This is an optimization exercise on Yosys and OpenROAD, whose aim is small area, a short achievable clock period and few clock cycles, not a production implementation.
The RTL was checked by simulation tests, not by an equivalence proof against the original design.
No activity file was given, so power comes from the tool's default toggle rates.

==> flow/design.v <==
`timescale 1ns / 1 ps
module Registers(
input clk, wr,
input [3:0] wno,
input [15:0] sel1, sel2,
input [31:0] din,
output [31:0] dout1, dout2);
reg [31:0] R [0:15];
reg [31:0] d1, d2;
integer i;
always @* begin
  d1 = 32'h0; d2 = 32'h0;
  for (i = 0; i < 16; i = i + 1) begin
    d1 = d1 | (R[i] & {32{sel1[i]}});
    d2 = d2 | (R[i] & {32{sel2[i]}});
  end
end
assign dout1 = d1;
assign dout2 = d2;
always @ (posedge clk) begin
  if (wr) R[wno] <= din;
end
endmodule
`timescale 1ns / 1 ps
module Div2(
input [63:0] P,
input [31:0] Y, Y3,
output [63:0] Pn);
wire [31:0] w0a = P[62:31];
wire [31:0] u2 = P[61:30];
wire [31:0] t1, t2r, t2s;
PAdd #(32) sub1(.a(w0a), .b(~Y), .ci(1'b1), .s(t1));
PAdd #(32) sub2(.a(u2), .b(~Y), .ci(1'b1), .s(t2r));
PAdd #(32) sub3(.a(u2), .b(~Y3), .ci(1'b1), .s(t2s));
wire q1 = ~t1[31];
wire [31:0] w0b = q1 ? {t1[30:0], P[30]} : u2;
wire [31:0] t2 = q1 ? t2s : t2r;
wire q2 = ~t2[31];
assign Pn = {(q2 ? t2 : w0b), P[29:0], q1, q2};
endmodule
module MulDiv(
input clk, rst, stallX,
input mul, div, fml, fdv, u,
input [31:0] x, yi, yf,
output stall,
output [31:0] z, hz);
reg [3:0] S;
reg [63:0] P;
reg [31:0] Y, Y3;
reg [8:0] E;
wire run = mul | div | fml | fdv;
wire [3:0] last = mul ? 4'd5 : (fml ? 4'd4 : (div ? 4'd9 : 4'd8));
wire done = (S == last);
assign stall = run & ~done;
wire first = (S == 0);
wire dsgn = div & ~u & x[31];
wire fp = fml | fdv;
wire [31:0] yo = fp ? {8'h0, 1'b1, yf[22:0]} : yi;
wire [31:0] xneg, y3;
PAdd #(32) nadd(.a(x ^ {32{dsgn}}), .b(32'h0), .ci(dsgn), .s(xneg));
PAdd #(32) y3add(.a(yo), .b({yo[30:0], 1'b0}), .ci(1'b0), .s(y3));
wire [7:0] xe = x[30:23], ye = yf[30:23];
wire [8:0] eb = fml ? ({1'b0, xe} + {1'b0, ye} - 9'd127) : ({1'b0, xe} - {1'b0, ye} + 9'd126);
wire [63:0] P0 = fml ? {32'h0, 8'h0, 1'b1, x[22:0]} : (fdv ? {9'h0, 1'b1, x[22:0], 31'h0} : {32'h0, xneg});
wire neg = mul & ~u & (S == 4);            
wire [7:0] b = P[7:0];
wire [40:0] YM = {{9{Y[31]}}, Y};
wire [40:0] h0 = {{9{P[63]}}, P[63:32]};
wire [40:0] a0 = b[0] ? YM : 41'h0;
wire [40:0] a1 = b[1] ? {YM[39:0], 1'b0} : 41'h0;
wire [40:0] a2 = b[2] ? {YM[38:0], 2'b0} : 41'h0;
wire [40:0] a3 = b[3] ? {YM[37:0], 3'b0} : 41'h0;
wire [40:0] a4 = b[4] ? {YM[36:0], 4'b0} : 41'h0;
wire [40:0] a5 = b[5] ? {YM[35:0], 5'b0} : 41'h0;
wire [40:0] a6 = b[6] ? {YM[34:0], 6'b0} : 41'h0;
wire [40:0] a7 = (b[7] ? {YM[33:0], 7'b0} : 41'h0) ^ {41{neg}};
wire [40:0] s1 = h0 ^ a0 ^ a1, c1 = {((h0 & a0) | (h0 & a1) | (a0 & a1)), 1'b0};
wire [40:0] s2 = a2 ^ a3 ^ a4, c2 = {((a2 & a3) | (a2 & a4) | (a3 & a4)), 1'b0};
wire [40:0] s3 = a5 ^ a6 ^ a7, c3 = {((a5 & a6) | (a5 & a7) | (a6 & a7)), 1'b0};
wire [40:0] s4 = s1 ^ c1 ^ s2, c4 = {((s1 & c1) | (s1 & s2) | (c1 & s2)), 1'b0};
wire [40:0] s5 = c2 ^ s3 ^ c3, c5 = {((c2 & s3) | (c2 & c3) | (s3 & c3)), 1'b0};
wire [40:0] s6 = s4 ^ c4 ^ s5, c6 = {((s4 & c4) | (s4 & s5) | (c4 & s5)), 1'b0};
wire [40:0] s7 = s6 ^ c6 ^ c5, c7 = {((s6 & c6) | (s6 & c5) | (c6 & c5)), 1'b0};
wire [40:0] macc;
PAdd #(41) maddr(.a(s7), .b(c7), .ci(neg), .s(macc));
wire [63:0] mnext = {macc[39:0], P[31:8]};
wire [63:0] d1, d2;
Div2 dv1(.P(P), .Y(Y), .Y3(Y3), .Pn(d1));
Div2 dv2(.P(d1), .Y(Y), .Y3(Y3), .Pn(d2));
always @ (posedge clk) begin
  S <= (~rst | ~run | (done & ~stallX)) ? 4'd0 : (done ? S : S + 4'd1);
  if (first) begin
    P <= P0;
    Y <= yo;
    Y3 <= y3;
    E <= eb;
  end else if (~done)
    P <= (mul | fml) ? mnext : ((fdv & (S == 7)) ? d1 : d2);
end
wire [31:0] R = P[63:32], Q = P[31:0];
wire rz = (R == 0);
wire [31:0] qneg, rneg;
PAdd #(32) qadd(.a(~Q), .b(32'h0), .ci(rz), .s(qneg));      
PAdd #(32) radd(.a(Y), .b(~R), .ci(1'b1), .s(rneg));        
wire [31:0] quot = ~dsgn ? Q : qneg;
wire [31:0] rem = ~dsgn ? R : (rz ? 32'h0 : rneg);
wire sign = x[31] ^ yf[31];
wire [47:0] fpp = P[55:8];
wire hb = fml ? fpp[47] : P[25];
wire [8:0] e1 = E + {8'h0, hb};
wire [24:0] m0 = fml ? (fpp[47] ? fpp[47:23] : fpp[46:22]) : (P[25] ? P[25:1] : P[24:0]);
wire [24:0] m1;
PAdd #(25) madd(.a(m0), .b(25'h0), .ci(1'b1), .s(m1));
wire [31:0] fmz = ((xe == 0) | (ye == 0)) ? 32'h0 : (~e1[8] ? {sign, e1[7:0], m1[23:1]} : (~e1[7] ? {sign, 8'hFF, m1[23:1]} : 32'h0));
wire [31:0] fdz = (xe == 0) ? 32'h0 : ((ye == 0) ? {sign, 8'hFF, 23'h0} : (~e1[8] ? {sign, e1[7:0], m1[23:1]} : (~e1[7] ? {sign, 8'hFF, m0[23:1]} : 32'h0)));
assign z = mul ? Q : (div ? quot : (fml ? fmz : fdz));
assign hz = mul ? R : rem;
endmodule
`timescale 1ns / 1 ps
`timescale 1ns / 1 ps
module LeftShifter(
input [31:0] x,
input [4:0] sc,
input rt, ar,
output [31:0] y);
wire [4:0] n = rt ? sc : (5'd0 - sc);
wire [31:0] r0 = n[0] ? {x[0], x[31:1]} : x;
wire [31:0] r1 = n[1] ? {r0[1:0], r0[31:2]} : r0;
wire [31:0] r2 = n[2] ? {r1[3:0], r1[31:4]} : r1;
wire [31:0] r3 = n[3] ? {r2[7:0], r2[31:8]} : r2;
wire [31:0] r4 = n[4] ? {r3[15:0], r3[31:16]} : r3;
wire [31:0] lm;
genvar i;
generate for (i = 0; i < 32; i = i + 1) begin : g
  assign lm[i] = (i < sc);
  assign y[i] = rt ? (ar & lm[31 - i] ? x[31] : r4[i]) : (~lm[i] & r4[i]);
end endgenerate
endmodule
`timescale 1ns / 1 ps
module PAdd #(parameter N = 32) (
input [N-1:0] a, b,
input ci,
output [N-1:0] s);
localparam L = (N <= 2) ? 1 : (N <= 4) ? 2 : (N <= 8) ? 3 : (N <= 16) ? 4 : (N <= 32) ? 5 : 6;
wire [(L+1)*N-1:0] G, P;
genvar l, i;
generate
  for (i = 0; i < N; i = i + 1) begin : g0
    if (i == 0) begin : b0
      assign G[0] = (a[0] & b[0]) | ((a[0] ^ b[0]) & ci);
      assign P[0] = 1'b0;
    end else begin : bi
      assign G[i] = a[i] & b[i];
      assign P[i] = a[i] ^ b[i];
    end
  end
  for (l = 0; l < L; l = l + 1) begin : lv
    for (i = 0; i < N; i = i + 1) begin : bt
      if ((i >> l) & 1) begin : cmb
        localparam integer J = ((i >> (l + 1)) << (l + 1)) + (1 << l) - 1;
        assign G[(l+1)*N + i] = G[l*N + i] | (P[l*N + i] & G[l*N + J]);
        assign P[(l+1)*N + i] = P[l*N + i] & P[l*N + J];
      end else begin : pass
        assign G[(l+1)*N + i] = G[l*N + i];
        assign P[(l+1)*N + i] = P[l*N + i];
      end
    end
  end
  for (i = 0; i < N; i = i + 1) begin : sm
    if (i == 0) begin : s0
      assign s[0] = a[0] ^ b[0] ^ ci;
    end else begin : si
      assign s[i] = a[i] ^ b[i] ^ G[L*N + i - 1];
    end
  end
endgenerate
endmodule
`timescale 1ns / 1 ps
module FPAdder(
input clk, rst, stallX, run, u, v,
input [31:0] x, y,
output stall,
output [31:0] z);
reg [1:0] State;
reg [24:0] a3, b3;
reg as3, bs3;
reg [26:0] r;      
reg rs;            
wire xs = x[31], ys = y[31];
wire xn = (x[30:0] == 0), yn = (y[30:0] == 0);
wire [8:0] xe = (u ? 9'h96 : {1'h0, x[30:23]});
wire [8:0] ye = {1'h0, y[30:23]};
wire [24:0] xm = {(~u | x[23]), x[22:0], 1'h0};
wire [24:0] ym = {(~u & ~v), y[22:0], 1'h0};
wire [8:0] dx = (xe - ye);
wire [8:0] dy = (ye - xe);
wire [8:0] e0 = (dx[8] ? ye : xe);
wire [24:0] x0, y0;
PAdd #(25) xneg(.a(xm ^ {25{xs & ~u}}), .b(25'h0), .ci(xs & ~u), .s(x0));
PAdd #(25) yneg(.a(ym ^ {25{ys & ~u}}), .b(25'h0), .ci(ys & ~u), .s(y0));
wire sw = dy[8];                      
wire [24:0] h0 = sw ? y0 : x0;
wire hs = sw ? ys : xs;
wire [7:0] sa = sw ? dx[7:0] : dy[7:0];
wire [24:0] h1 = (sa[1:0] == 3) ? {{3{hs}}, h0[24:3]} : ((sa[1:0] == 2) ? {{2{hs}}, h0[24:2]} : ((sa[1:0] == 1) ? {hs, h0[24:1]} : h0));
wire [24:0] h2 = (sa[3:2] == 3) ? {{12{hs}}, h1[24:12]} : ((sa[3:2] == 2) ? {{8{hs}}, h1[24:8]} : ((sa[3:2] == 1) ? {{4{hs}}, h1[24:4]} : h1));
wire [24:0] h3 = (sa[7] | sa[6] | sa[5]) ? {25{hs}} : (sa[4] ? {{16{hs}}, h2[24:16]} : h2);
wire [26:0] Sum, s1;
PAdd #(27) sadd(.a({as3, as3, a3}), .b({bs3, bs3, b3}), .ci(1'b0), .s(Sum));
PAdd #(27) aadd(.a(Sum ^ {27{Sum[26]}}), .b({26'h0, Sum[26]}), .ci(1'b1), .s(s1));    
wire [26:0] s = r;
wire z24, z22, z20, z18, z16, z14, z12, z10, z8, z6, z4, z2;
wire [4:0] sc;
wire [24:0] t1, t2, t3;
wire [8:0] e1 = ((e0 - {4'h0, sc}) + 1);
assign stall = (run & (State != 2));
assign z = (v ? {{7{rs}}, r[25:1]} : (xn ? ((u | yn) ? 0 : y) : (yn ? x : (((t3 == 0) | e1[8]) ? 0 : {rs, e1[7:0], t3[23:1]}))));
assign z24 = (~s[25] & ~s[24]);
assign z22 = ((z24 & ~s[23]) & ~s[22]);
assign z20 = ((z22 & ~s[21]) & ~s[20]);
assign z18 = ((z20 & ~s[19]) & ~s[18]);
assign z16 = ((z18 & ~s[17]) & ~s[16]);
assign z14 = ((z16 & ~s[15]) & ~s[14]);
assign z12 = ((z14 & ~s[13]) & ~s[12]);
assign z10 = ((z12 & ~s[11]) & ~s[10]);
assign z8 = ((z10 & ~s[9]) & ~s[8]);
assign z6 = ((z8 & ~s[7]) & ~s[6]);
assign z4 = ((z6 & ~s[5]) & ~s[4]);
assign z2 = ((z4 & ~s[3]) & ~s[2]);
assign sc = {z10, ((z18 & (((((((s[17] | s[16]) | s[15]) | s[14]) | s[13]) | s[12]) | s[11]) | s[10])) | z2), (((z22 & (((s[21] | s[20]) | s[19]) | s[18])) | (z14 & (((s[13] | s[12]) | s[11]) | s[10]))) | (z6 & (((s[5] | s[4]) | s[3]) | s[2]))), ((((((z24 & (s[23] | s[22])) | (z20 & (s[19] | s[18]))) | (z16 & (s[15] | s[14]))) | (z12 & (s[11] | s[10]))) | (z8 & (s[7] | s[6]))) | (z4 & (s[3] | s[2]))), (((((((((((((~s[25] & s[24]) | ((z24 & ~s[23]) & s[22])) | ((z24 & ~s[23]) & s[22])) | ((z22 & ~s[21]) & s[20])) | ((z20 & ~s[19]) & s[18])) | ((z18 & ~s[17]) & s[16])) | ((z16 & ~s[15]) & s[14])) | ((z14 & ~s[13]) & s[12])) | ((z12 & ~s[11]) & s[10])) | ((z10 & ~s[9]) & s[8])) | ((z8 & ~s[7]) & s[6])) | ((z6 & ~s[5]) & s[4])) | ((z4 & ~s[3]) & s[2]))};
assign t1 = ((sc[1:0] == 3) ? {s[22:1], 3'h0} : ((sc[1:0] == 2) ? {s[23:1], 2'h0} : ((sc[1:0] == 1) ? {s[24:1], 1'h0} : s[25:1])));
assign t2 = ((sc[3:2] == 3) ? {t1[12:0], 12'h0} : ((sc[3:2] == 2) ? {t1[16:0], 8'h0} : ((sc[3:2] == 1) ? {t1[20:0], 4'h0} : t1)));
assign t3 = (sc[4] ? {t2[8:0], 16'h0} : t2);
always @ (posedge clk) begin
  State <= (~rst | ~run | (~stall & ~stallX)) ? 2'd0 : (stall ? State + 2'd1 : State);
  a3 <= sw ? x0 : y0;
  as3 <= sw ? xs : ys;
  b3 <= h3;
  bs3 <= hs;
  r <= v ? Sum : s1;
  rs <= Sum[26];
end
endmodule
`timescale 1ns / 1 ps
`timescale 1ns / 1 ps
`timescale 1ns / 1 ps
module RISC5(
input clk, rst, irq, stallX,
input [31:0] inbus, codebus,
output [23:0] adr,
output rd, wr, ben,
output [31:0] outbus);
reg [21:0] PC;          
reg [31:0] IR;
reg [15:0] selB, selC;  
reg [21:0] BT;          
reg ival;               
reg mem2;               
reg ldL, ldB;           
reg [3:0] ldR;          
reg [23:0] DA;          
reg [31:0] SD;          
reg N, Z, C, OV;
reg [31:0] H;
reg irq1, intEnb, intPnd, intMd;
reg [25:0] SPC;
wire p = IR[31], q = IR[30], u = IR[29], v = IR[28];
wire [3:0] op = IR[19:16];
wire [3:0] ira = IR[27:24];
wire [2:0] cc = IR[26:24];
wire [15:0] imm = IR[15:0];
wire [19:0] off = IR[19:0];
wire ex = ival & ~mem2;             
wire Rg = ex & ~p;
wire Add = Rg & (op == 8);
wire Sub = Rg & (op == 9);
wire Mul = Rg & (op == 10);
wire Div = Rg & (op == 11);
wire Fadd = Rg & (op == 12);
wire Fsub = Rg & (op == 13);
wire Fmul = Rg & (op == 14);
wire Fdiv = Rg & (op == 15);
wire LdSt = ex & p & ~q;
wire Br = ex & p & q;
wire RTI = Br & ~u & ~v & IR[4];
wire [31:0] B, C0, C1, aluRes, regmux, inbus1, shout, mdres, mdh, fsum, sum;
wire stallMD, stallFA;
wire busy = stallMD | stallFA;
wire S = N ^ OV;
wire cond = (IR[27] ^ (((((((((cc == 0) & N) | ((cc == 1) & Z)) | ((cc == 2) & C)) | ((cc == 3) & OV)) | ((cc == 4) & (C | Z))) | ((cc == 5) & S)) | ((cc == 6) & (S | Z))) | (cc == 7)));
wire [21:0] nxpc;
PAdd #(22) incpc(.a(PC), .b(22'h0), .ci(1'b1), .s(nxpc));
wire [21:0] pcmux0 = busy ? PC : (RTI ? SPC[21:0] : ((Br & cond) ? (u ? BT : C0[23:2]) : nxpc));
wire intAckU = intPnd & intEnb & ~intMd & ex & ~busy & ~LdSt;
wire intAck = intAckU & ~stallX;
wire [21:0] pcmux = ~ival ? PC : (intAckU ? 22'h1 : pcmux0);
wire fetch = ~mem2 & (~ival | ~busy);
wire [21:0] bt;
PAdd #(22) btadd(.a(pcmux), .b(codebus[21:0]), .ci(1'b1), .s(bt));
assign adr = mem2 ? DA : {pcmux, 2'h0};
assign rd = mem2 & ldL;
assign wr = mem2 & ~ldL;
assign ben = ldB;
assign outbus = ldB ? {SD[7:0], SD[7:0], SD[7:0], SD[7:0]} : SD;
wire regwr = (((Rg & ~busy) | (Br & cond & v)) & ~stallX) | (mem2 & ldL & ~stallX);
wire [3:0] wno = mem2 ? ldR : (Br ? 4'hF : ira);
wire [3:0] nrb = codebus[23:20];
wire [3:0] nrc = (codebus[31] & ~codebus[30]) ? codebus[27:24] : codebus[3:0];
Registers regs(.clk(clk), .wr(regwr), .wno(wno), .sel1(selB), .sel2(selC), .din(regmux), .dout1(B), .dout2(C0));
MulDiv mdUnit(.clk(clk), .rst(rst), .stallX(stallX), .mul(Mul), .div(Div), .fml(Fmul), .fdv(Fdiv), .u(u), .x(B), .yi(C1), .yf(C0), .stall(stallMD), .z(mdres), .hz(mdh));
LeftShifter shUnit(.x(B), .sc(C1[4:0]), .rt(op[1]), .ar(~IR[16]), .y(shout));
FPAdder faddUnit(.clk(clk), .rst(rst), .stallX(stallX), .run((Fadd | Fsub)), .u(u), .v(v), .stall(stallFA), .x(B), .y({(Fsub ^ C0[31]), C0[30:0]}), .z(fsum));
assign C1 = (q ? {{16{v}}, imm} : C0);
wire sb_ = op[0];
wire cin = sb_ ? ~(u & C) : (u & C);
PAdd #(32) alu(.a(B), .b(C1 ^ {32{sb_}}), .ci(cin), .s(sum));
wire sa = sum[31];
wire sb = B[31];
wire sc = C1[31];
wire o3 = op[3], o2 = op[2], o1 = op[1], o0 = op[0];
wire rMov = Rg & ~o3 & ~o2 & ~o1 & ~o0;
wire rSh = Rg & ~o3 & ~o2 & (o1 | o0);
wire rAnd = Rg & ~o3 & o2 & ~o1 & ~o0;
wire rAnn = Rg & ~o3 & o2 & ~o1 & o0;
wire rIor = Rg & ~o3 & o2 & o1 & ~o0;
wire rXor = Rg & ~o3 & o2 & o1 & o0;
wire rSum = Rg & o3 & ~o2 & ~o1;
wire rMD = Rg & o3 & o1;
wire rFA = Rg & o3 & o2 & ~o1;
wire rLink = Br & v;
assign aluRes = ({32{rMov & q & ~u}} & {{16{v}}, imm}) | ({32{rMov & q & u}} & {imm, 16'h0})
  | ({32{rMov & ~q & ~u}} & C0) | ({32{rMov & ~q & u & ~v}} & H) | ({32{rMov & ~q & u & v}} & {N, Z, C, OV, 20'h0, 8'h5B})
  | ({32{rSh}} & shout) | ({32{rAnd}} & (B & C1)) | ({32{rAnn}} & (B & ~C1)) | ({32{rIor}} & (B | C1)) | ({32{rXor}} & (B ^ C1))
  | ({32{rSum}} & sum) | ({32{rMD}} & mdres) | ({32{rFA}} & fsum);
assign regmux = ({32{mem2}} & inbus1) | ({32{rLink}} & {8'h0, nxpc, 2'h0}) | aluRes;
assign inbus1 = (~ldB ? inbus : {24'h0, (DA[1] ? (DA[0] ? inbus[31:24] : inbus[23:16]) : (DA[0] ? inbus[15:8] : inbus[7:0]))});
wire nn = (RTI ? SPC[25] : (regwr ? regmux[31] : N));
wire zz = (RTI ? SPC[24] : (regwr ? (regmux == 0) : Z));
wire cx = (RTI ? SPC[23] : (Add ? (((sb & sc) | ((~sa & ~sb) & sc)) | (((~sa & sb) & ~sc) & sa)) : (Sub ? (((~sb & sc) | ((sa & ~sb) & ~sc)) | ((sa & sb) & sc)) : C)));
wire vv = (RTI ? SPC[22] : (Add ? (((sa & ~sb) & ~sc) | ((~sa & sb) & sc)) : (Sub ? (((sa & ~sb) & sc) | ((~sa & sb) & ~sc)) : OV)));
wire [23:0] da;
PAdd #(24) dadd(.a(B[23:0]), .b({{4{off[19]}}, off}), .ci(1'b0), .s(da));
always @ (posedge clk) begin
  if (~rst) begin
    PC <= 22'h3FF800;
    ival <= 1'b0;
    mem2 <= 1'b0;
  end else if (~stallX) begin
    if (fetch) begin
      PC <= pcmux;
      IR <= codebus;
      selB <= 16'h1 << nrb;
      selC <= 16'h1 << nrc;
      BT <= bt;
      ival <= 1'b1;
    end
    mem2 <= LdSt;
  end
  if (LdSt) begin
    DA <= da;
    SD <= C0;
    ldL <= ~u;
    ldB <= v;
    ldR <= ira;
  end
  N <= nn;
  Z <= zz;
  C <= (stallX ? C : cx);
  OV <= (stallX ? OV : vv);
  H <= ((Mul | Div) & ~stallMD) ? mdh : H;
  irq1 <= irq;
  intEnb <= (~rst ? 0 : ((((Br & ~u) & ~v) & IR[5]) ? IR[0] : intEnb));
  intPnd <= ((rst & ~intAck) & ((~irq1 & irq) | intPnd));
  intMd <= ((rst & ~RTI) & (intAck | intMd));
  SPC <= (intAck ? {nn, zz, cx, vv, pcmux0} : SPC);
end
endmodule
==> flow/run.sh <==
#!/bin/bash
# synth_recipe.tcl (not shown) runs the flow's synth.tcl, then flattens the netlist and writes it again
# the make line also repeats each setting of config.mk as NAME=value (left out here)
make -C /OpenROAD-flow-scripts/flow DESIGN_CONFIG=/design/flow/config.mk WORK_HOME=/design/flow/orfs CLKGATE_MAP_FILE= SYNTH_SCRIPT=/design/flow/synth_recipe.tcl finish
==> flow/config.mk <==
export PLATFORM = sky130hd
export DESIGN_NAME = RISC5
export DESIGN_NICKNAME = RISC5
export VERILOG_FILES = /design/flow/design.v
export SDC_FILE = /design/flow/constraint.sdc
export NUM_CORES = 4
export LEC_CHECK = 0
export CAP_MARGIN = 30
export CORE_MARGIN = 2
export CORE_UTILIZATION = 35
export PLACE_DENSITY = 0.55
export SETUP_SLACK_MARGIN = 5
export SLEW_MARGIN = 30
export TNS_END_PERCENT = 100
==> flow/constraint.sdc <==
create_clock -name core_clock -period 13.0 [get_ports {clk}]
set_input_delay 2.6000 -clock core_clock [delete_from_list [all_inputs] [get_ports {clk}]]
set_output_delay 2.6000 -clock core_clock [all_outputs]
set_load 0.01 [all_outputs]
==> impl_metrics.py, run 1 <==
metrics = {
    "grt": {
        "met2_usage_pct": 49.4,
        "grt_pass1_vias": 77465,
        "grt_use_met3_pct": 11.5,
        "grt_overflow_total": 0,
        "antenna_found_initial": 36,
        "grt_max_degree": 65,
        "grt_usage_pct": 34.7,
        "grt_pass1_wl_um": 605000,
        "grt_util_met1_pct": 44.8,
        "grt.busiest_layer": "met2",
    },
    "yosys": {
        "syn_nets": 10037,
        "synth_area_leaders": "edfxtp_1, ha_1, fa_1",
        "avgSynthCellArea_um2": 9.31,
        "synth-main-ff-cell": "edfxtp_1",
        "netlist.area_leader.share_pct": 30.3,
        "synth_warnings": 4,
        "synth-async-reset-ratio_pct": 0,
        "ys_types": 111,
        "synth_top_area_cell": "edfxtp_1",
        "seq_area_frac_synth_pct": 32.9,
        "synth_area_mm2": 0.0845,
        "synthCells": 9084,
        "ys_seq_elements": 965,
        "synth-edff-count": 852,
    },
    "route": {
        "drt_wl_total_um": 442000,
        "ant_nets": 0,
        "drt_iter0_markers": 13015,
        "vias_per_cell": 6.51,
        "dr.pass1.iters": 9,
        "num_vias": 82675,
        "post-route-drc-count": 0,
        "wl_per_cell_um": 34.8,
    },
    "setup_path": {
        "slowest_delay_ps": 440,
        "arrival_ps": 9010,
        "slowest_stage": "o41a_1",
        "worst-setup-path-type": "reg2reg",
        "cp_max_fo": 23,
        "cp-end-kind": "flop",
        "cp-start-kind": "flop",
        "cp_data_required_time_ps": 13540,
    },
    "timing": {
        "fin_crit_sh_pct": 65.1,
        "max_freq_ghz": 0.118,
        "tns_ps": 0,
        "skew_ps": 127,
        "rsz0062_at_grt": "true",
        "hold_violations": 0,
        "worst_pin_slew_ps": 1200,
        "setup_viol": 0,
        "min_period_ps": 8470,
        "drv_slew": 0,
        "maxSlewHeadroom_pct": 20.1,
    },
    "finish": {
        "drive_above_1_share_pct": 14.0,
        "fill_cells": 23424,
        "final_nets": 10350,
        "synthToLayoutAreaGrowth_pct": 17.4,
        "layout_common_cells": "edfxtp_1, nand2_1, inv_1",
        "layout_commonest_cell": "edfxtp_1",
    },
    "clock_tree": {
        "worstSkewPairLatency_ps": 880,
        "hold_buffers": 0,
        "clkSinkCount": 965,
        "root_buffer": "clkbuf_16",
        "cts_buffer_depth": 3,
        "cts_tree": "yes",
        "path_clk_slew_ps": 60,
        "h-tree-depth": 3,
        "cts_buffers": 106,
    },
    "placed_design": {
        "gp_congestion": 1.06,
        "port_buffers": 126,
        "hpwl_um": 311000,
    },
    "power": {
        "max-vdd-ir-drop_mv": 0.266,
        "p_per_area_mw_per_mm2": 173,
        "fin_total_pwr_w": 0.0172,
        "p_leak_nw": 40.3,
    },
    "floorplan": {
        "die_h_um": 495,
        "dieArea_mm2": 0.245,
        "row_count": 180,
        "io_pins": 127,
        "dieWidth_um": 495,
        "coreArea_mm2": 0.240,
        "start_util_pct": 35.2,
    },
    "outcome": {
        "status": "no timing/DRC/antenna violations",
    },
    "job": {
        "cap_violations": 0,
    },
    "hold_path": {
        "worstHoldPathType": "reg2reg",
    },
}
-- stage by stage --
| step | std cells | setup WS, ps | hold slack [ps] | util [%] | instance area, um2 |
|---|---|---|---|---|---|
| 3_3_place_gp | 12188 | 2330 | 447 | 37.7 | 90700 |
| 5_1_grt | 12677 | 4270 | 485 | 41.3 | 99200 |
| 4_1_cts | 12579 | 4360 | 471 | 40.6 | 97500 |
| 3_5_place_dp | 12194 | 2260 | 456 | 37.8 | 90800 |
| 2_1_floorplan | 9084 | 4890 | 424 | - | 84800 |
| 6_report | 12705 | 4530 | 467 | 41.3 | 99200 |
-- cells by family (layout without fill, tap and decap cells) --
family / count (synthesis) / in the layout / share of synthesized area, %
fa+ha+maj: 885 / 885 / 15.8
xor+xnor: 542 / 543 / 5.66
other cells: 0 / 33 / 0
buf+inv: 1360 / 1759 / 6.37
flops: 965 / 965 / 32.9
compound gates: 2582 / 2583 / 20.8
mux: 362 / 363 / 5.39
simple gates: 2388 / 2389 / 13.1
-- Yosys cell counts (94+ instances only) --
cell	instances
ha_1	582
dfxtp_1	113
mux2i_1	232
a21o_1	120
clkbuf_1	345
nand2_1	826
nor3_1	153
a21oi_1	569
a22oi_1	160
nor2_1	687
o211ai_1	113
edfxtp_1	852
o21ai_0	497
xnor2_1	342
a22o_1	214
a211oi_1	94
inv_1	797
a221oi_1	249
xor2_1	197
nand3_1	179
fa_1	303
-- layer usage --
| metal | vias up | wire length, um | share of wire [%] |
|---|---|---|---|
| li1 | 34014 | - | - |
| met1 | 40708 | 170000 | 38 |
| met2 | 6388 | 179000 | 41 |
| met3 | 1547 | 57100 | 13 |
| met4 | 18 | 35200 | 8.0 |
| met5 | - | 286 | 0.065 |
-- final cells by class --
class / instances / area, um2 / area share [%]
inverter: 817 / 3120 / 3.15
sequential: 965 / 27900 / 28.1
antenna: 33 / 82.6 / 0.0832
timing repair buffer: 744 / 6890 / 6.95
clock inverter: 79 / 1040 / 1.05
tap: 3185 / 3990 / 4.02
clock buffer: 119 / 2720 / 2.74
multi-input combinational: 6763 / 53500 / 53.9
-- flip-flops by register name (all words and copies together) (netlist names), 25 cells and up --
| name | count |
|---|---|
| faddUnit.b3 | 25 |
| regs.R | 512 |
| H | 32 |
| mdUnit.Y3 | 32 |
| mdUnit.P | 64 |
| SD | 32 |
| IR | 28 |
| SPC | 26 |
| mdUnit.Y | 31 |
| faddUnit.r | 25 |
-- critical path: cells and delay by family (launching register included) --
family | cells | cell delay [ps]
AO/OA/AOI/OAI | 18 | 4080
XOR/XNOR | 1 | 160
adder cells (fa/ha/maj) | 3 | 730
buffers and inverters | 10 | 1380
flip-flops | 1 | 390
multiplexers | 1 | 180
AND/OR/NAND/NOR | 6 | 1220
-- repair_timing --
item | 4_1_cts | 5_1_grt
setup buffers | 180 | 81
setup endpoints to repair | 288 | 110
cloned | 7 | 6
resized for setup | 283 | 163
pin swaps | 100 | 91
-- path summary, 6_finish.rpt --
kind | start | to | slack [ps] | depth (start not counted)
setup / recovery | mdUnit.Y3[0] | mdUnit.P[35] | 4530 | 39
hold / removal | SPC[25] | N | 470 | 1
setup reg to reg | mdUnit.Y3[0] | mdUnit.P[35] | 4530 | 39
hold reg to reg | SPC[25] | N | 470 | 1
-- report_power, final --
group          internal (W)  switching, W  total (W)
clock               0.00187       0.00146    0.00333
combinational       0.00377       0.00625     0.0100
sequential          0.00357      0.000244    0.00381
total               0.00920       0.00796     0.0172
Testbench counts, summed over its fixed seeds: cycles 78,827.
==> run 2: changes to the inputs <==
--- a/flow/design.v
+++ b/flow/design.v
@@ -40,19 +40,17 @@
 endmodule
 module MulDiv(
 input clk, rst, stallX,
-input mul, div, fml, fdv, u,
+input run, mul, div, fml, fdv, u,
 input [31:0] x, yi, yf,
 output stall,
 output [31:0] z, hz);
-reg [3:0] S;
+reg [4:0] S;
 reg [63:0] P;
 reg [31:0] Y, Y3;
 reg [8:0] E;
-wire run = mul | div | fml | fdv;
-wire [3:0] last = mul ? 4'd5 : (fml ? 4'd4 : (div ? 4'd9 : 4'd8));
-wire done = (S == last);
+reg done, first, neg;
+wire [4:0] last = mul ? 5'd5 : (fml ? 5'd4 : (div ? 5'd17 : 5'd14));
 assign stall = run & ~done;
-wire first = (S == 0);
 wire dsgn = div & ~u & x[31];
 wire fp = fml | fdv;
 wire [31:0] yo = fp ? {8'h0, 1'b1, yf[22:0]} : yi;
@@ -62,7 +60,6 @@
 wire [7:0] xe = x[30:23], ye = yf[30:23];
 wire [8:0] eb = fml ? ({1'b0, xe} + {1'b0, ye} - 9'd127) : ({1'b0, xe} - {1'b0, ye} + 9'd126);
 wire [63:0] P0 = fml ? {32'h0, 8'h0, 1'b1, x[22:0]} : (fdv ? {9'h0, 1'b1, x[22:0], 31'h0} : {32'h0, xneg});
-wire neg = mul & ~u & (S == 4);            
 wire [7:0] b = P[7:0];
 wire [40:0] YM = {{9{Y[31]}}, Y};
 wire [40:0] h0 = {{9{P[63]}}, P[63:32]};
@@ -84,18 +81,27 @@
 wire [40:0] macc;
 PAdd #(41) maddr(.a(s7), .b(c7), .ci(neg), .s(macc));
 wire [63:0] mnext = {macc[39:0], P[31:8]};
-wire [63:0] d1, d2;
+wire [63:0] d1;
 Div2 dv1(.P(P), .Y(Y), .Y3(Y3), .Pn(d1));
-Div2 dv2(.P(d1), .Y(Y), .Y3(Y3), .Pn(d2));
 always @ (posedge clk) begin
-  S <= (~rst | ~run | (done & ~stallX)) ? 4'd0 : (done ? S : S + 4'd1);
+  if (~rst | ~run | (done & ~stallX)) begin
+    S <= 5'd0;
+    done <= 1'b0;
+    first <= 1'b1;
+    neg <= 1'b0;
+  end else if (~done) begin
+    S <= S + 5'd1;
+    done <= (S + 5'd1 == last);
+    first <= 1'b0;
+    neg <= mul & ~u & (S + 5'd1 == 5'd4);     
+  end
   if (first) begin
     P <= P0;
     Y <= yo;
     Y3 <= y3;
     E <= eb;
   end else if (~done)
-    P <= (mul | fml) ? mnext : ((fdv & (S == 7)) ? d1 : d2);
+    P <= (mul | fml) ? mnext : d1;
 end
 wire [31:0] R = P[63:32], Q = P[31:0];
 wire rz = (R == 0);
@@ -252,7 +258,7 @@
 output [31:0] outbus);
 reg [21:0] PC;          
 reg [31:0] IR;
-reg [15:0] selB, selC;  
+reg [31:0] B, C0;       
 reg [21:0] BT;          
 reg ival;               
 reg mem2;               
@@ -264,6 +270,8 @@
 reg [31:0] H;
 reg irq1, intEnb, intPnd, intMd;
 reg [25:0] SPC;
+reg dRg, dAdd, dSub, dMD, dMul, dDiv, dFml, dFdv, dFA, dFsub, dLdSt, dBr, dRTI, dSTI;
+reg rMovI, rMovU, rMovC, rMovH, rMovF, rSh, rAnd, rAnn, rIor, rXor, rSum, rMD, rFA;
 wire p = IR[31], q = IR[30], u = IR[29], v = IR[28];
 wire [3:0] op = IR[19:16];
 wire [3:0] ira = IR[27:24];
@@ -271,29 +279,28 @@
 wire [15:0] imm = IR[15:0];
 wire [19:0] off = IR[19:0];
 wire ex = ival & ~mem2;             
-wire Rg = ex & ~p;
-wire Add = Rg & (op == 8);
-wire Sub = Rg & (op == 9);
-wire Mul = Rg & (op == 10);
-wire Div = Rg & (op == 11);
-wire Fadd = Rg & (op == 12);
-wire Fsub = Rg & (op == 13);
-wire Fmul = Rg & (op == 14);
-wire Fdiv = Rg & (op == 15);
-wire LdSt = ex & p & ~q;
-wire Br = ex & p & q;
-wire RTI = Br & ~u & ~v & IR[4];
-wire [31:0] B, C0, C1, aluRes, regmux, inbus1, shout, mdres, mdh, fsum, sum;
+wire Rg = ex & dRg;
+wire Add = ex & dAdd;
+wire Sub = ex & dSub;
+wire LdSt = ex & dLdSt;
+wire Br = ex & dBr;
+wire RTI = ex & dRTI;
+wire [31:0] rB, rC, C1, aluRes, regmux, inbus1, shout, mdres, mdh, fsum, sum;
 wire stallMD, stallFA;
 wire busy = stallMD | stallFA;
 wire S = N ^ OV;
 wire cond = (IR[27] ^ (((((((((cc == 0) & N) | ((cc == 1) & Z)) | ((cc == 2) & C)) | ((cc == 3) & OV)) | ((cc == 4) & (C | Z))) | ((cc == 5) & S)) | ((cc == 6) & (S | Z))) | (cc == 7)));
 wire [21:0] nxpc;
 PAdd #(22) incpc(.a(PC), .b(22'h0), .ci(1'b1), .s(nxpc));
-wire [21:0] pcmux0 = busy ? PC : (RTI ? SPC[21:0] : ((Br & cond) ? (u ? BT : C0[23:2]) : nxpc));
-wire intAckU = intPnd & intEnb & ~intMd & ex & ~busy & ~LdSt;
+wire tk = Br & cond;                
+wire [21:0] pcmux0 = busy ? PC : (RTI ? SPC[21:0] : (tk ? (u ? BT : C0[23:2]) : nxpc));
+wire intAckU = intPnd & intEnb & ~intMd & ex & ~busy & ~dLdSt;
 wire intAck = intAckU & ~stallX;
-wire [21:0] pcmux = ~ival ? PC : (intAckU ? 22'h1 : pcmux0);
+wire sPC = ~ival | busy;
+wire sI = intAckU;
+wire sT = ~sPC & ~sI & ~RTI & tk;
+wire [21:0] pcmux = ({22{sPC}} & PC) | {21'h0, sI} | ({22{~sI & RTI}} & SPC[21:0])
+  | ({22{sT & u}} & BT) | ({22{sT & ~u}} & C0[23:2]) | ({22{ival & ~busy & ~sI & ~RTI & ~tk}} & nxpc);
 wire fetch = ~mem2 & (~ival | ~busy);
 wire [21:0] bt;
 PAdd #(22) btadd(.a(pcmux), .b(codebus[21:0]), .ci(1'b1), .s(bt));
@@ -302,14 +309,17 @@
 assign wr = mem2 & ~ldL;
 assign ben = ldB;
 assign outbus = ldB ? {SD[7:0], SD[7:0], SD[7:0], SD[7:0]} : SD;
-wire regwr = (((Rg & ~busy) | (Br & cond & v)) & ~stallX) | (mem2 & ldL & ~stallX);
-wire [3:0] wno = mem2 ? ldR : (Br ? 4'hF : ira);
+wire regwr = (((Rg & ~busy) | (tk & v)) & ~stallX) | (mem2 & ldL & ~stallX);
+wire [3:0] wno = mem2 ? ldR : (dBr ? 4'hF : ira);
 wire [3:0] nrb = codebus[23:20];
 wire [3:0] nrc = (codebus[31] & ~codebus[30]) ? codebus[27:24] : codebus[3:0];
-Registers regs(.clk(clk), .wr(regwr), .wno(wno), .sel1(selB), .sel2(selC), .din(regmux), .dout1(B), .dout2(C0));
-MulDiv mdUnit(.clk(clk), .rst(rst), .stallX(stallX), .mul(Mul), .div(Div), .fml(Fmul), .fdv(Fdiv), .u(u), .x(B), .yi(C1), .yf(C0), .stall(stallMD), .z(mdres), .hz(mdh));
+wire [3:0] irc0 = (p & ~q) ? ira : IR[3:0];
+Registers regs(.clk(clk), .wr(regwr), .wno(wno), .sel1(16'h1 << nrb), .sel2(16'h1 << nrc), .din(regmux), .dout1(rB), .dout2(rC));
+wire fwdB = regwr & (wno == (mem2 ? IR[23:20] : nrb));
+wire fwdC = regwr & (wno == (mem2 ? irc0 : nrc));
+MulDiv mdUnit(.clk(clk), .rst(rst), .stallX(stallX), .run(ex & dMD), .mul(dMul), .div(dDiv), .fml(dFml), .fdv(dFdv), .u(u), .x(B), .yi(C1), .yf(C0), .stall(stallMD), .z(mdres), .hz(mdh));
 LeftShifter shUnit(.x(B), .sc(C1[4:0]), .rt(op[1]), .ar(~IR[16]), .y(shout));
-FPAdder faddUnit(.clk(clk), .rst(rst), .stallX(stallX), .run((Fadd | Fsub)), .u(u), .v(v), .stall(stallFA), .x(B), .y({(Fsub ^ C0[31]), C0[30:0]}), .z(fsum));
+FPAdder faddUnit(.clk(clk), .rst(rst), .stallX(stallX), .run(ex & dFA), .u(u), .v(v), .stall(stallFA), .x(B), .y({(dFsub ^ C0[31]), C0[30:0]}), .z(fsum));
 assign C1 = (q ? {{16{v}}, imm} : C0);
 wire sb_ = op[0];
 wire cin = sb_ ? ~(u & C) : (u & C);
@@ -317,22 +327,11 @@
 wire sa = sum[31];
 wire sb = B[31];
 wire sc = C1[31];
-wire o3 = op[3], o2 = op[2], o1 = op[1], o0 = op[0];
-wire rMov = Rg & ~o3 & ~o2 & ~o1 & ~o0;
-wire rSh = Rg & ~o3 & ~o2 & (o1 | o0);
-wire rAnd = Rg & ~o3 & o2 & ~o1 & ~o0;
-wire rAnn = Rg & ~o3 & o2 & ~o1 & o0;
-wire rIor = Rg & ~o3 & o2 & o1 & ~o0;
-wire rXor = Rg & ~o3 & o2 & o1 & o0;
-wire rSum = Rg & o3 & ~o2 & ~o1;
-wire rMD = Rg & o3 & o1;
-wire rFA = Rg & o3 & o2 & ~o1;
-wire rLink = Br & v;
-assign aluRes = ({32{rMov & q & ~u}} & {{16{v}}, imm}) | ({32{rMov & q & u}} & {imm, 16'h0})
-  | ({32{rMov & ~q & ~u}} & C0) | ({32{rMov & ~q & u & ~v}} & H) | ({32{rMov & ~q & u & v}} & {N, Z, C, OV, 20'h0, 8'h5B})
+assign aluRes = ({32{rMovI}} & {{16{v}}, imm}) | ({32{rMovU}} & {imm, 16'h0})
+  | ({32{rMovC}} & C0) | ({32{rMovH}} & H) | ({32{rMovF}} & {N, Z, C, OV, 20'h0, 8'h5B})
   | ({32{rSh}} & shout) | ({32{rAnd}} & (B & C1)) | ({32{rAnn}} & (B & ~C1)) | ({32{rIor}} & (B | C1)) | ({32{rXor}} & (B ^ C1))
   | ({32{rSum}} & sum) | ({32{rMD}} & mdres) | ({32{rFA}} & fsum);
-assign regmux = ({32{mem2}} & inbus1) | ({32{rLink}} & {8'h0, nxpc, 2'h0}) | aluRes;
+assign regmux = mem2 ? inbus1 : (dBr ? {8'h0, nxpc, 2'h0} : aluRes);
 assign inbus1 = (~ldB ? inbus : {24'h0, (DA[1] ? (DA[0] ? inbus[31:24] : inbus[23:16]) : (DA[0] ? inbus[15:8] : inbus[7:0]))});
 wire nn = (RTI ? SPC[25] : (regwr ? regmux[31] : N));
 wire zz = (RTI ? SPC[24] : (regwr ? (regmux == 0) : Z));
@@ -340,6 +339,9 @@
 wire vv = (RTI ? SPC[22] : (Add ? (((sa & ~sb) & ~sc) | ((~sa & sb) & sc)) : (Sub ? (((sa & ~sb) & sc) | ((~sa & sb) & ~sc)) : OV)));
 wire [23:0] da;
 PAdd #(24) dadd(.a(B[23:0]), .b({{4{off[19]}}, off}), .ci(1'b0), .s(da));
+wire fp = codebus[31], fq = codebus[30], fu = codebus[29], fv = codebus[28];
+wire [3:0] fo = codebus[19:16];
+wire fmov = ~fp & (fo == 0);
 always @ (posedge clk) begin
   if (~rst) begin
     PC <= 22'h3FF800;
@@ -349,10 +351,40 @@
     if (fetch) begin
       PC <= pcmux;
       IR <= codebus;
-      selB <= 16'h1 << nrb;
-      selC <= 16'h1 << nrc;
       BT <= bt;
       ival <= 1'b1;
+      B <= fwdB ? regmux : rB;
+      C0 <= fwdC ? regmux : rC;
+      dRg <= ~fp;
+      dAdd <= ~fp & (fo == 8);
+      dSub <= ~fp & (fo == 9);
+      dMD <= ~fp & fo[3] & fo[1];
+      dMul <= ~fp & (fo == 10);
+      dDiv <= ~fp & (fo == 11);
+      dFml <= ~fp & (fo == 14);
+      dFdv <= ~fp & (fo == 15);
+      dFA <= ~fp & fo[3] & fo[2] & ~fo[1];
+      dFsub <= ~fp & (fo == 13);
+      dLdSt <= fp & ~fq;
+      dBr <= fp & fq;
+      dRTI <= fp & fq & ~fu & ~fv & codebus[4];
+      dSTI <= fp & fq & ~fu & ~fv & codebus[5];
+      rMovI <= fmov & fq & ~fu;
+      rMovU <= fmov & fq & fu;
+      rMovC <= fmov & ~fq & ~fu;
+      rMovH <= fmov & ~fq & fu & ~fv;
+      rMovF <= fmov & ~fq & fu & fv;
+      rSh <= ~fp & ~fo[3] & ~fo[2] & (fo[1] | fo[0]);
+      rAnd <= ~fp & (fo == 4);
+      rAnn <= ~fp & (fo == 5);
+      rIor <= ~fp & (fo == 6);
+      rXor <= ~fp & (fo == 7);
+      rSum <= ~fp & fo[3] & ~fo[2] & ~fo[1];
+      rMD <= ~fp & fo[3] & fo[1];
+      rFA <= ~fp & fo[3] & fo[2] & ~fo[1];
+    end else if (mem2) begin
+      if (fwdB) B <= regmux;
+      if (fwdC) C0 <= regmux;
     end
     mem2 <= LdSt;
   end
@@ -367,9 +399,9 @@
   Z <= zz;
   C <= (stallX ? C : cx);
   OV <= (stallX ? OV : vv);
-  H <= ((Mul | Div) & ~stallMD) ? mdh : H;
+  H <= (ex & (dMul | dDiv) & ~stallMD) ? mdh : H;
   irq1 <= irq;
-  intEnb <= (~rst ? 0 : ((((Br & ~u) & ~v) & IR[5]) ? IR[0] : intEnb));
+  intEnb <= (~rst ? 0 : ((ex & dSTI) ? IR[0] : intEnb));
   intPnd <= ((rst & ~intAck) & ((~irq1 & irq) | intPnd));
   intMd <= ((rst & ~RTI) & (intAck | intMd));
   SPC <= (intAck ? {nn, zz, cx, vv, pcmux0} : SPC);
==> run 2 against run 1 <==
Compared with the run above: still clean; register-to-register slack improved by 590 ps; synthesized cell count shrank 2.8%; synthesized area shrank 1.2%; sequential power increased by 16%; non-clock buffer count shrank 294; first-iteration DRC count decreased by 13%; largest power group unchanged; highest routed layer unchanged.
==> impl_metrics.py, run 2 <==
metrics = {
    "timing": {
        "drv_slew": 0,
        "fin_crit_sh_pct": 61.7,
        "skew_ps": 81.5,
        "rsz0062_at_grt": "true",
        "tns_ps": 0,
        "setup_viol": 0,
        "maxSlewHeadroom_pct": 22.5,
        "max_freq_ghz": 0.125,
        "hold_violations": 0,
        "hold_ws_ps": 476,
        "min_period_ps": 8030,
        "worst_pin_slew_ps": 1160,
    },
    "job": {
        "cap_violations": 0,
    },
    "finish": {
        "synthToLayoutAreaGrowth_pct": 12.5,
        "top_regs": "regs.R: 512 flops, mdUnit.P: 64 flops",
        "layout_common_cells": "edfxtp_1, nand2_1, inv_1",
        "regMostFlops": "regs.R",
        "largest_register_ffs": 512,
        "layout_commonest_cell": "edfxtp_1",
        "final_nets": 9710,
        "drive_above_1_share_pct": 9.75,
    },
    "clock_tree": {
        "worstSkewPairLatency_ps": 860,
        "root_buffer": "clkbuf_16",
        "cts_buffers": 118,
        "clkSinkCount": 1030,
        "cts_tree": "yes",
        "path_clk_slew_ps": 70,
        "h-tree-depth": 3,
        "cts_buffer_depth": 3,
    },
    "route": {
        "drt_wl_total_um": 430000,
        "ant_nets": 0,
        "drt_iter0_markers": 11259,
        "wl_per_cell_um": 35.3,
        "post-route-drc-count": 0,
        "num_vias": 77959,
        "vias_per_cell": 6.40,
        "dr.pass1.iters": 9,
    },
    "outcome": {
        "status": "no timing/DRC/antenna violations",
    },
    "power": {
        "p_per_area_mw_per_mm2": 173,
        "p_leak_nw": 36.3,
        "max-vdd-ir-drop_mv": 0.174,
    },
    "setup_path": {
        "slowest_delay_ps": 900,
        "cp-start-kind": "flop",
        "worst-setup-path-type": "reg2out",
        "worstRegToRegCells": 26,
        "crit_chain": "inv_1, o22ai_1, nand2_1, buf_4, and3_1, nand2_1, o21ai_0, mux2_2, clkdlybuf4s50_1",
        "cp_data_required_time_ps": 10400,
        "arrival_ps": 5430,
        "path_common_cell": "nand2_1",
        "slowest_stage": "o21ai_0",
        "cp_max_fo": 25,
        "cp-end-kind": "output port",
    },
    "yosys": {
        "ys_types": 109,
        "synth_area_leaders": "edfxtp_1, ha_1, fa_1",
        "synth-main-ff-cell": "edfxtp_1",
        "synth_warnings": 4,
        "synthMuxAreaShare_pct": 5.92,
        "avgSynthCellArea_um2": 9.45,
        "seq_area_frac_synth_pct": 35.6,
        "synthAdderAreaFrac_pct": 14.3,
        "synth-simple-area-share_pct": 13.1,
        "synth-edff-count": 913,
        "netlist.area_leader.share_pct": 32.8,
        "synth_top_area_cell": "edfxtp_1",
        "synth_area_mm2": 0.0835,
        "synth_compound_area_share_pct": 19.9,
        "syn_nets": 9682,
        "synth_most_common_cell": "edfxtp_1",
        "synth_top_family_by_area": "compound AO/OA/AOI/OAI gates",
        "synthCells": 8834,
        "synth-async-reset-ratio_pct": 0,
        "synth_xor_xnor_area_share_pct": 5.16,
        "synthTopCellsByCount": "edfxtp_1, nand2_1, inv_1",
        "ys_seq_elements": 1030,
    },
    "grt": {
        "grt_pass1_vias": 74163,
        "grt_pass1_wl_um": 595000,
        "antenna_found_initial": 52,
        "grt_max_degree": 71,
        "grt_overflow_total": 0,
        "grt_usage_pct": 34.6,
    },
    "placed_design": {
        "hpwl_um": 302000,
        "gp_congestion": 1.14,
        "port_buffers": 126,
    },
    "floorplan": {
        "dieWidth_um": 492,
        "io_pins": 127,
        "start_util_pct": 35.1,
        "row_count": 179,
        "coreArea_mm2": 0.238,
        "dieArea_mm2": 0.242,
        "die_h_um": 492,
    },
    "hold_path": {
        "min_path_cells": 2,
        "worstHoldPathType": "reg2reg",
    },
}
[run 2: cell types whose count changed in the layout (fill, tap and decap cells not counted), sizes merged, moves of 73 or more]
cell / delta
buf: -284
a22o: -105
nor2: -73
a221oi: -79
a22oi: +135
ha: -90
o21ai: -75
[run 2: final timing paths]
check	startpoint	end	slack, ps
worst max-delay path	rFA	adr[22]	4970
worst min-delay path	intEnb	intEnb	480
worst max register to register	IR[1]	SPC[24]	5120
worst min register to register	intEnb	intEnb	480
[run 2: worst max-delay path: cells and delay by family (launching register included)]
family,cells,cell delay (ps)
compound gates,2,1190
buf+inv,3,1260
flops,1,660
mux,1,300
simple gates,3,1190
[run 2: cells by family after synthesis]
| family | after synthesis |
|---|---|
| AOI/OAI and AO/OA | 2452 |
| muxes | 385 |
| DFF | 1030 |
| adders and majority gates | 780 |
| and+or+nand+nor | 2387 |
| buffers and inverters | 1309 |
| xor gates and xnor gates | 491 |
[run 2: through the flow]
step / cell area [um2] / instances / util, % / power, W / worst slack, ps
floorplan: 83500 / 8834 / - / 0.00960 / 6070
global placement: 89400 / 11884 / 37.6 / 0.0124 / 4550
detailed placement: 89600 / 11890 / 37.7 / 0.0124 / 4480
CTS: 93500 / 12110 / 39.4 / 0.0160 / 5010
global route: 93800 / 12147 / 39.5 / 0.0170 / 4980
finish: 93900 / 12172 / 39.5 / 0.0162 / 4970
[run 2: power breakdown]
part | internal (W) | switching, W | total (W)
clock | 0.00192 | 0.00154 | 0.00346
sequential | 0.00400 | 0.000414 | 0.00441
combinational | 0.00299 | 0.00537 | 0.00835
[run 2: layer usage]
metal	vias to the layer above	track usage [%]	share of wire (%)
met3	1564	11.2	12
met1	38191	42.3	37
met2	5720	50.4	42
met4	24	26.7	9.5
li1	32460	-	-
met5	-	0.274	0.036
[run 2: layout make-up]
class / count / area [um2]
Tap cell: 3167 / 3960
Clock inverter: 78 / 837
Fill cell: 23301 / 144000
Antenna cell: 43 / 108
Timing Repair Buffer: 450 / 3760
Clock buffer: 142 / 3080
Inverter: 767 / 2890
Multi-Input combinational cell: 6495 / 49500
Sequential cell: 1030 / 29800
[run 2: what timing repair did]
action,in CTS,in global routing
endpoints found under the setup margin,3,5
hold buffers,0,0
gates resized for setup,4,15
buffers inserted,0,12
pin swaps,0,0
Testbench counts of run 2, summed over its fixed seeds: cycles 90,573.
==> run 3: changes to the inputs <==
--- a/flow/design.v
+++ b/flow/design.v
@@ -49,7 +49,7 @@
 reg [31:0] Y, Y3;
 reg [8:0] E;
 reg done, first, neg;
-wire [4:0] last = mul ? 5'd5 : (fml ? 5'd4 : (div ? 5'd17 : 5'd14));
+wire [4:0] last = mul ? 5'd5 : (fml ? 5'd4 : (div ? 5'd9 : 5'd8));
 assign stall = run & ~done;
 wire dsgn = div & ~u & x[31];
 wire fp = fml | fdv;
@@ -81,19 +81,23 @@
 wire [40:0] macc;
 PAdd #(41) maddr(.a(s7), .b(c7), .ci(neg), .s(macc));
 wire [63:0] mnext = {macc[39:0], P[31:8]};
-wire [63:0] d1;
+wire [63:0] d1, d2;
 Div2 dv1(.P(P), .Y(Y), .Y3(Y3), .Pn(d1));
+Div2 dv2(.P(d1), .Y(Y), .Y3(Y3), .Pn(d2));
+reg half;
 always @ (posedge clk) begin
   if (~rst | ~run | (done & ~stallX)) begin
     S <= 5'd0;
     done <= 1'b0;
     first <= 1'b1;
     neg <= 1'b0;
+    half <= 1'b0;
   end else if (~done) begin
     S <= S + 5'd1;
     done <= (S + 5'd1 == last);
     first <= 1'b0;
     neg <= mul & ~u & (S + 5'd1 == 5'd4);     
+    half <= fdv & (S + 5'd1 == 5'd7);
   end
   if (first) begin
     P <= P0;
@@ -101,7 +105,7 @@
     Y3 <= y3;
     E <= eb;
   end else if (~done)
-    P <= (mul | fml) ? mnext : d1;
+    P <= (mul | fml) ? mnext : (half ? d1 : d2);
 end
 wire [31:0] R = P[63:32], Q = P[31:0];
 wire rz = (R == 0);
@@ -192,6 +196,8 @@
 reg as3, bs3;
 reg [26:0] r;      
 reg rs;            
+reg [8:0] e0r;     
+reg xnr, ynr;      
 wire xs = x[31], ys = y[31];
 wire xn = (x[30:0] == 0), yn = (y[30:0] == 0);
 wire [8:0] xe = (u ? 9'h96 : {1'h0, x[30:23]});
@@ -218,9 +224,9 @@
 wire z24, z22, z20, z18, z16, z14, z12, z10, z8, z6, z4, z2;
 wire [4:0] sc;
 wire [24:0] t1, t2, t3;
-wire [8:0] e1 = ((e0 - {4'h0, sc}) + 1);
+wire [8:0] e1 = ((e0r - {4'h0, sc}) + 1);
 assign stall = (run & (State != 2));
-assign z = (v ? {{7{rs}}, r[25:1]} : (xn ? ((u | yn) ? 0 : y) : (yn ? x : (((t3 == 0) | e1[8]) ? 0 : {rs, e1[7:0], t3[23:1]}))));
+assign z = (v ? {{7{rs}}, r[25:1]} : (xnr ? ((u | ynr) ? 0 : y) : (ynr ? x : (((t3 == 0) | e1[8]) ? 0 : {rs, e1[7:0], t3[23:1]}))));
 assign z24 = (~s[25] & ~s[24]);
 assign z22 = ((z24 & ~s[23]) & ~s[22]);
 assign z20 = ((z22 & ~s[21]) & ~s[20]);
@@ -242,6 +248,9 @@
   a3 <= sw ? x0 : y0;
   as3 <= sw ? xs : ys;
   b3 <= h3;
+  e0r <= e0;
+  xnr <= xn;
+  ynr <= yn;
   bs3 <= hs;
   r <= v ? Sum : s1;
   rs <= Sum[26];
@@ -258,8 +267,7 @@
 output [31:0] outbus);
 reg [21:0] PC;          
 reg [31:0] IR;
-reg [31:0] B, C0;       
-reg [21:0] BT;          
+reg [31:0] B, Cq;       
 reg ival;               
 reg mem2;               
 reg ldL, ldB;           
@@ -270,7 +278,7 @@
 reg [31:0] H;
 reg irq1, intEnb, intPnd, intMd;
 reg [25:0] SPC;
-reg dRg, dAdd, dSub, dMD, dMul, dDiv, dFml, dFdv, dFA, dFsub, dLdSt, dBr, dRTI, dSTI;
+reg dImm, dRg, dAdd, dSub, dMD, dMul, dDiv, dFml, dFdv, dFA, dFsub, dLdSt, dBr, dRTI, dSTI;
 reg rMovI, rMovU, rMovC, rMovH, rMovF, rSh, rAnd, rAnn, rIor, rXor, rSum, rMD, rFA;
 wire p = IR[31], q = IR[30], u = IR[29], v = IR[28];
 wire [3:0] op = IR[19:16];
@@ -285,13 +293,14 @@
 wire LdSt = ex & dLdSt;
 wire Br = ex & dBr;
 wire RTI = ex & dRTI;
-wire [31:0] rB, rC, C1, aluRes, regmux, inbus1, shout, mdres, mdh, fsum, sum;
+wire [31:0] rB, rC, C0, C1, aluRes, regmux, inbus1, shout, mdres, mdh, fsum, sum;
 wire stallMD, stallFA;
 wire busy = stallMD | stallFA;
 wire S = N ^ OV;
 wire cond = (IR[27] ^ (((((((((cc == 0) & N) | ((cc == 1) & Z)) | ((cc == 2) & C)) | ((cc == 3) & OV)) | ((cc == 4) & (C | Z))) | ((cc == 5) & S)) | ((cc == 6) & (S | Z))) | (cc == 7)));
-wire [21:0] nxpc;
+wire [21:0] nxpc, BT;
 PAdd #(22) incpc(.a(PC), .b(22'h0), .ci(1'b1), .s(nxpc));
+PAdd #(22) btadd(.a(PC), .b(IR[21:0]), .ci(1'b1), .s(BT));    
 wire tk = Br & cond;                
 wire [21:0] pcmux0 = busy ? PC : (RTI ? SPC[21:0] : (tk ? (u ? BT : C0[23:2]) : nxpc));
 wire intAckU = intPnd & intEnb & ~intMd & ex & ~busy & ~dLdSt;
@@ -302,8 +311,6 @@
 wire [21:0] pcmux = ({22{sPC}} & PC) | {21'h0, sI} | ({22{~sI & RTI}} & SPC[21:0])
   | ({22{sT & u}} & BT) | ({22{sT & ~u}} & C0[23:2]) | ({22{ival & ~busy & ~sI & ~RTI & ~tk}} & nxpc);
 wire fetch = ~mem2 & (~ival | ~busy);
-wire [21:0] bt;
-PAdd #(22) btadd(.a(pcmux), .b(codebus[21:0]), .ci(1'b1), .s(bt));
 assign adr = mem2 ? DA : {pcmux, 2'h0};
 assign rd = mem2 & ldL;
 assign wr = mem2 & ~ldL;
@@ -316,25 +323,30 @@
 wire [3:0] irc0 = (p & ~q) ? ira : IR[3:0];
 Registers regs(.clk(clk), .wr(regwr), .wno(wno), .sel1(16'h1 << nrb), .sel2(16'h1 << nrc), .din(regmux), .dout1(rB), .dout2(rC));
 wire fwdB = regwr & (wno == (mem2 ? IR[23:20] : nrb));
-wire fwdC = regwr & (wno == (mem2 ? irc0 : nrc));
+wire fwdC = regwr & (wno == (mem2 ? irc0 : nrc)) & ~(mem2 & dImm);
 MulDiv mdUnit(.clk(clk), .rst(rst), .stallX(stallX), .run(ex & dMD), .mul(dMul), .div(dDiv), .fml(dFml), .fdv(dFdv), .u(u), .x(B), .yi(C1), .yf(C0), .stall(stallMD), .z(mdres), .hz(mdh));
 LeftShifter shUnit(.x(B), .sc(C1[4:0]), .rt(op[1]), .ar(~IR[16]), .y(shout));
 FPAdder faddUnit(.clk(clk), .rst(rst), .stallX(stallX), .run(ex & dFA), .u(u), .v(v), .stall(stallFA), .x(B), .y({(dFsub ^ C0[31]), C0[30:0]}), .z(fsum));
-assign C1 = (q ? {{16{v}}, imm} : C0);
-wire sb_ = op[0];
-wire cin = sb_ ? ~(u & C) : (u & C);
-PAdd #(32) alu(.a(B), .b(C1 ^ {32{sb_}}), .ci(cin), .s(sum));
+assign C0 = Cq;
+assign C1 = Cq;
+wire cin = dSub ? ~(u & C) : (u & C);
+PAdd #(32) alu(.a(B), .b(Cq), .ci(cin), .s(sum));
+wire [31:0] ht = B ^ Cq;
+wire [31:0] ho = B | Cq;
+wire zs = (ht[0] == cin) & (ht[31:1] == ho[30:0]);
 wire sa = sum[31];
 wire sb = B[31];
-wire sc = C1[31];
-assign aluRes = ({32{rMovI}} & {{16{v}}, imm}) | ({32{rMovU}} & {imm, 16'h0})
-  | ({32{rMovC}} & C0) | ({32{rMovH}} & H) | ({32{rMovF}} & {N, Z, C, OV, 20'h0, 8'h5B})
-  | ({32{rSh}} & shout) | ({32{rAnd}} & (B & C1)) | ({32{rAnn}} & (B & ~C1)) | ({32{rIor}} & (B | C1)) | ({32{rXor}} & (B ^ C1))
-  | ({32{rSum}} & sum) | ({32{rMD}} & mdres) | ({32{rFA}} & fsum);
-assign regmux = mem2 ? inbus1 : (dBr ? {8'h0, nxpc, 2'h0} : aluRes);
+wire sc = Cq[31] ^ dSub;
+wire [31:0] other = ({32{rMovI & ~mem2}} & {{16{v}}, imm}) | ({32{rMovU & ~mem2}} & {imm, 16'h0})
+  | ({32{rMovC & ~mem2}} & C0) | ({32{rMovH & ~mem2}} & H) | ({32{rMovF & ~mem2}} & {N, Z, C, OV, 20'h0, 8'h5B})
+  | ({32{rSh & ~mem2}} & shout) | ({32{rAnd & ~mem2}} & (B & C1)) | ({32{rAnn & ~mem2}} & (B & ~C1)) | ({32{rIor & ~mem2}} & (B | C1)) | ({32{rXor & ~mem2}} & (B ^ C1))
+  | ({32{rMD & ~mem2}} & mdres) | ({32{rFA & ~mem2}} & fsum)
+  | ({32{dBr & ~mem2}} & {8'h0, nxpc, 2'h0}) | ({32{mem2}} & inbus1);
+assign regmux = other | ({32{rSum & ~mem2}} & sum);
+wire zres = (rSum & ~mem2) ? zs : (other == 0);
 assign inbus1 = (~ldB ? inbus : {24'h0, (DA[1] ? (DA[0] ? inbus[31:24] : inbus[23:16]) : (DA[0] ? inbus[15:8] : inbus[7:0]))});
 wire nn = (RTI ? SPC[25] : (regwr ? regmux[31] : N));
-wire zz = (RTI ? SPC[24] : (regwr ? (regmux == 0) : Z));
+wire zz = (RTI ? SPC[24] : (regwr ? zres : Z));
 wire cx = (RTI ? SPC[23] : (Add ? (((sb & sc) | ((~sa & ~sb) & sc)) | (((~sa & sb) & ~sc) & sa)) : (Sub ? (((~sb & sc) | ((sa & ~sb) & ~sc)) | ((sa & sb) & sc)) : C)));
 wire vv = (RTI ? SPC[22] : (Add ? (((sa & ~sb) & ~sc) | ((~sa & sb) & sc)) : (Sub ? (((sa & ~sb) & sc) | ((~sa & sb) & ~sc)) : OV)));
 wire [23:0] da;
@@ -342,6 +354,8 @@
 wire fp = codebus[31], fq = codebus[30], fu = codebus[29], fv = codebus[28];
 wire [3:0] fo = codebus[19:16];
 wire fmov = ~fp & (fo == 0);
+wire fsub = ~fp & (fo == 9);
+wire fimm = ~fp & fq & ~(fo[3] & fo[2]);    
 always @ (posedge clk) begin
   if (~rst) begin
     PC <= 22'h3FF800;
@@ -351,13 +365,13 @@
     if (fetch) begin
       PC <= pcmux;
       IR <= codebus;
-      BT <= bt;
       ival <= 1'b1;
       B <= fwdB ? regmux : rB;
-      C0 <= fwdC ? regmux : rC;
+      Cq <= (fimm ? {{16{fv}}, codebus[15:0]} : (fwdC ? regmux : rC)) ^ {32{fsub}};
+      dImm <= fimm;
       dRg <= ~fp;
       dAdd <= ~fp & (fo == 8);
-      dSub <= ~fp & (fo == 9);
+      dSub <= fsub;
       dMD <= ~fp & fo[3] & fo[1];
       dMul <= ~fp & (fo == 10);
       dDiv <= ~fp & (fo == 11);
@@ -384,7 +398,7 @@
       rFA <= ~fp & fo[3] & fo[2] & ~fo[1];
     end else if (mem2) begin
       if (fwdB) B <= regmux;
-      if (fwdC) C0 <= regmux;
+      if (fwdC) Cq <= regmux ^ {32{dSub}};
     end
     mem2 <= LdSt;
   end
==> run 3 against run 2 <==
Compared with the run above: via count is 7.6% higher; still clean on timing, DRC and antenna; critical path type is now reg2reg; critical endpoint is now mdUnit.P[55]; final cell count grew 6.9%; synthesized cell count grew 6.1%; largest cell class unchanged; sequential share of layout area fell by 2.5 points.
==> impl_metrics.py, run 3 <==
metrics = {
    "yosys": {
        "ys_types": 106,
        "syn_nets": 10309,
        "seq_area_frac_synth_pct": 33.8,
        "synth_most_common_cell": "edfxtp_1",
        "synth_area_mm2": 0.0869,
        "synthCells": 9375,
    },
    "grt": {
        "grt_overflow_total": 0,
        "grt_pass1_vias": 79717,
        "grt_usage_pct": 36.4,
    },
    "placed_design": {
        "placed_area_mm2": 0.0935,
        "dpl.cell_count": 12579,
        "hpwl_um": 336000,
    },
    "route": {
        "post-route-drc-count": 0,
        "drt_iter0_markers": 12633,
    },
    "setup_path": {
        "cp-startpoint": "mdUnit.P[46]",
        "path_common_cell": "buf_12",
        "reg2reg_to": "mdUnit.P[55]",
        "cp_max_fo": 10,
        "rr_startpoint": "mdUnit.P[46]",
        "cp-end-kind": "flop",
        "slowest_delay_ps": 720,
    },
    "floorplan": {
        "row_count": 182,
        "io_pins": 127,
        "start_util_pct": 35.3,
    },
    "clock_tree": {
        "worstSkewPairLatency_ps": 870,
        "root_buffer": "clkbuf_16",
    },
    "timing": {
        "hold_ws_ps": 469,
    },
    "finish": {
        "top_regs": "regs.R: 512 flops, mdUnit.P: 64 flops",
        "seq_area_mm2": 0.0294,
        "stdcell_area_mm2": 0.101,
        "largest_register_ffs": 512,
    },
    "job": {
        "cap_violations": 0,
    },
    "power": {
        "p_leak_nw": 38.9,
    },
    "outcome": {
        "status": "no timing/DRC/antenna violations",
    },
}
-- run 3: cell types whose count changed after synthesis, moves of 58 or more --
cell / before / now
a22o_1: 109 / 181
mux2i_1: 214 / 299
nand2_1: 888 / 753
mux4_2: 77 / 18
a221oi_1: 169 / 227
nor2_1: 615 / 730
ha_1: 492 / 560
xnor2_1: 353 / 417
-- run 3: layout make-up --
| class | instances | area share [%] |
|---|---|---|
| Sequential cell | 1020 | 29.2 |
| Inverter | 783 | 2.95 |
| Tap cell | 3312 | 4.12 |
| Clock buffer | 166 | 3.49 |
| Multi-Input combinational cell | 7013 | 53.9 |
| Timing Repair Buffer | 617 | 5.42 |
| Clock inverter | 70 | 0.862 |
| Antenna cell | 31 | 0.0771 |
-- run 3: routing by layer --
metal	track usage [%]	wire length [um]	vias to the layer above	part of all wire [%]
met3	9.39	51800	1525	11
met1	46.3	182000	41493	38
met5	0	255	-	0.054
met2	54.2	200000	6014	42
met4	24.7	39300	34	8.3
li1	-	-	34851	-
-- run 3: worst min path at each step --
stage                     startpoint      to  depth (start not counted)
after floorplan               IR[25]  ldR[1]                          0
after global placement        intEnb  intEnb                          2
after global routing          intEnb  intEnb                          2
final                         intEnb  intEnb                          2
after detailed placement      intEnb  intEnb                          2
after CTS                     intEnb  intEnb                          2
-- run 3: through the flow --
| stage | setup WS (ps) | util [%] | power, W |
|---|---|---|---|
| after global placement | 1680 | 37.9 | 0.0198 |
| after floorplan | 4800 | - | 0.0144 |
| after CTS | 4000 | 40.5 | 0.0264 |
| after global routing | 3760 | 40.8 | 0.0288 |
| after detailed placement | 1630 | 38.0 | 0.0197 |
| final | 3960 | 40.8 | 0.0276 |
-- run 3: cell families (layout without fill, tap and decap cells) --
| kind of cell | Yosys count | count (layout) | share of synthesized area (%) |
|---|---|---|---|
| AO/OA/AOI/OAI | 2654 | 2654 | 21.0 |
| XOR/XNOR | 589 | 589 | 5.97 |
| adder cells (fa/ha/maj) | 867 | 867 | 15.1 |
| buffers and inverters | 1343 | 1636 | 5.89 |
| flip-flops | 1020 | 1020 | 33.8 |
| multiplexers | 390 | 390 | 4.86 |
| other | 0 | 31 | 0 |
| AND/OR/NAND/NOR | 2512 | 2513 | 13.4 |
-- run 3: where the power goes --
group	total [W]	switching, W	internal [W]
logic	0.0194	0.0115	0.00795
registers	0.00440	0.000477	0.00392
clock network	0.00377	0.00169	0.00208
-- run 3: what timing repair did --
action / in CTS / in global routing
pin swaps: 81 / 51
resized for setup: 193 / 64
gates cloned: 7 / 0
endpoints found under the setup margin: 71 / 64
buffers inserted: 104 / 53
-- run 3: critical path: cells and delay by family (launching register included) --
family	cells	cell delay [ps]
DFF	1	720
and+or+nand+nor	6	1190
AOI/OAI and AO/OA	17	4550
adders and majority gates	2	560
muxes	2	780
xor gates and xnor gates	2	320
buffers and inverters	5	700
Testbench counts of run 3, summed over its fixed seeds: cycles 78,827.

Check on run 3: ideal ports give 3.960 ns setup slack; a clkbuf_16 on the clock port and buf_2 on the inputs give 3.960 ns; moving port delays by the midpoint clock arrival (0.934 ns) as well gives 3.960 ns.
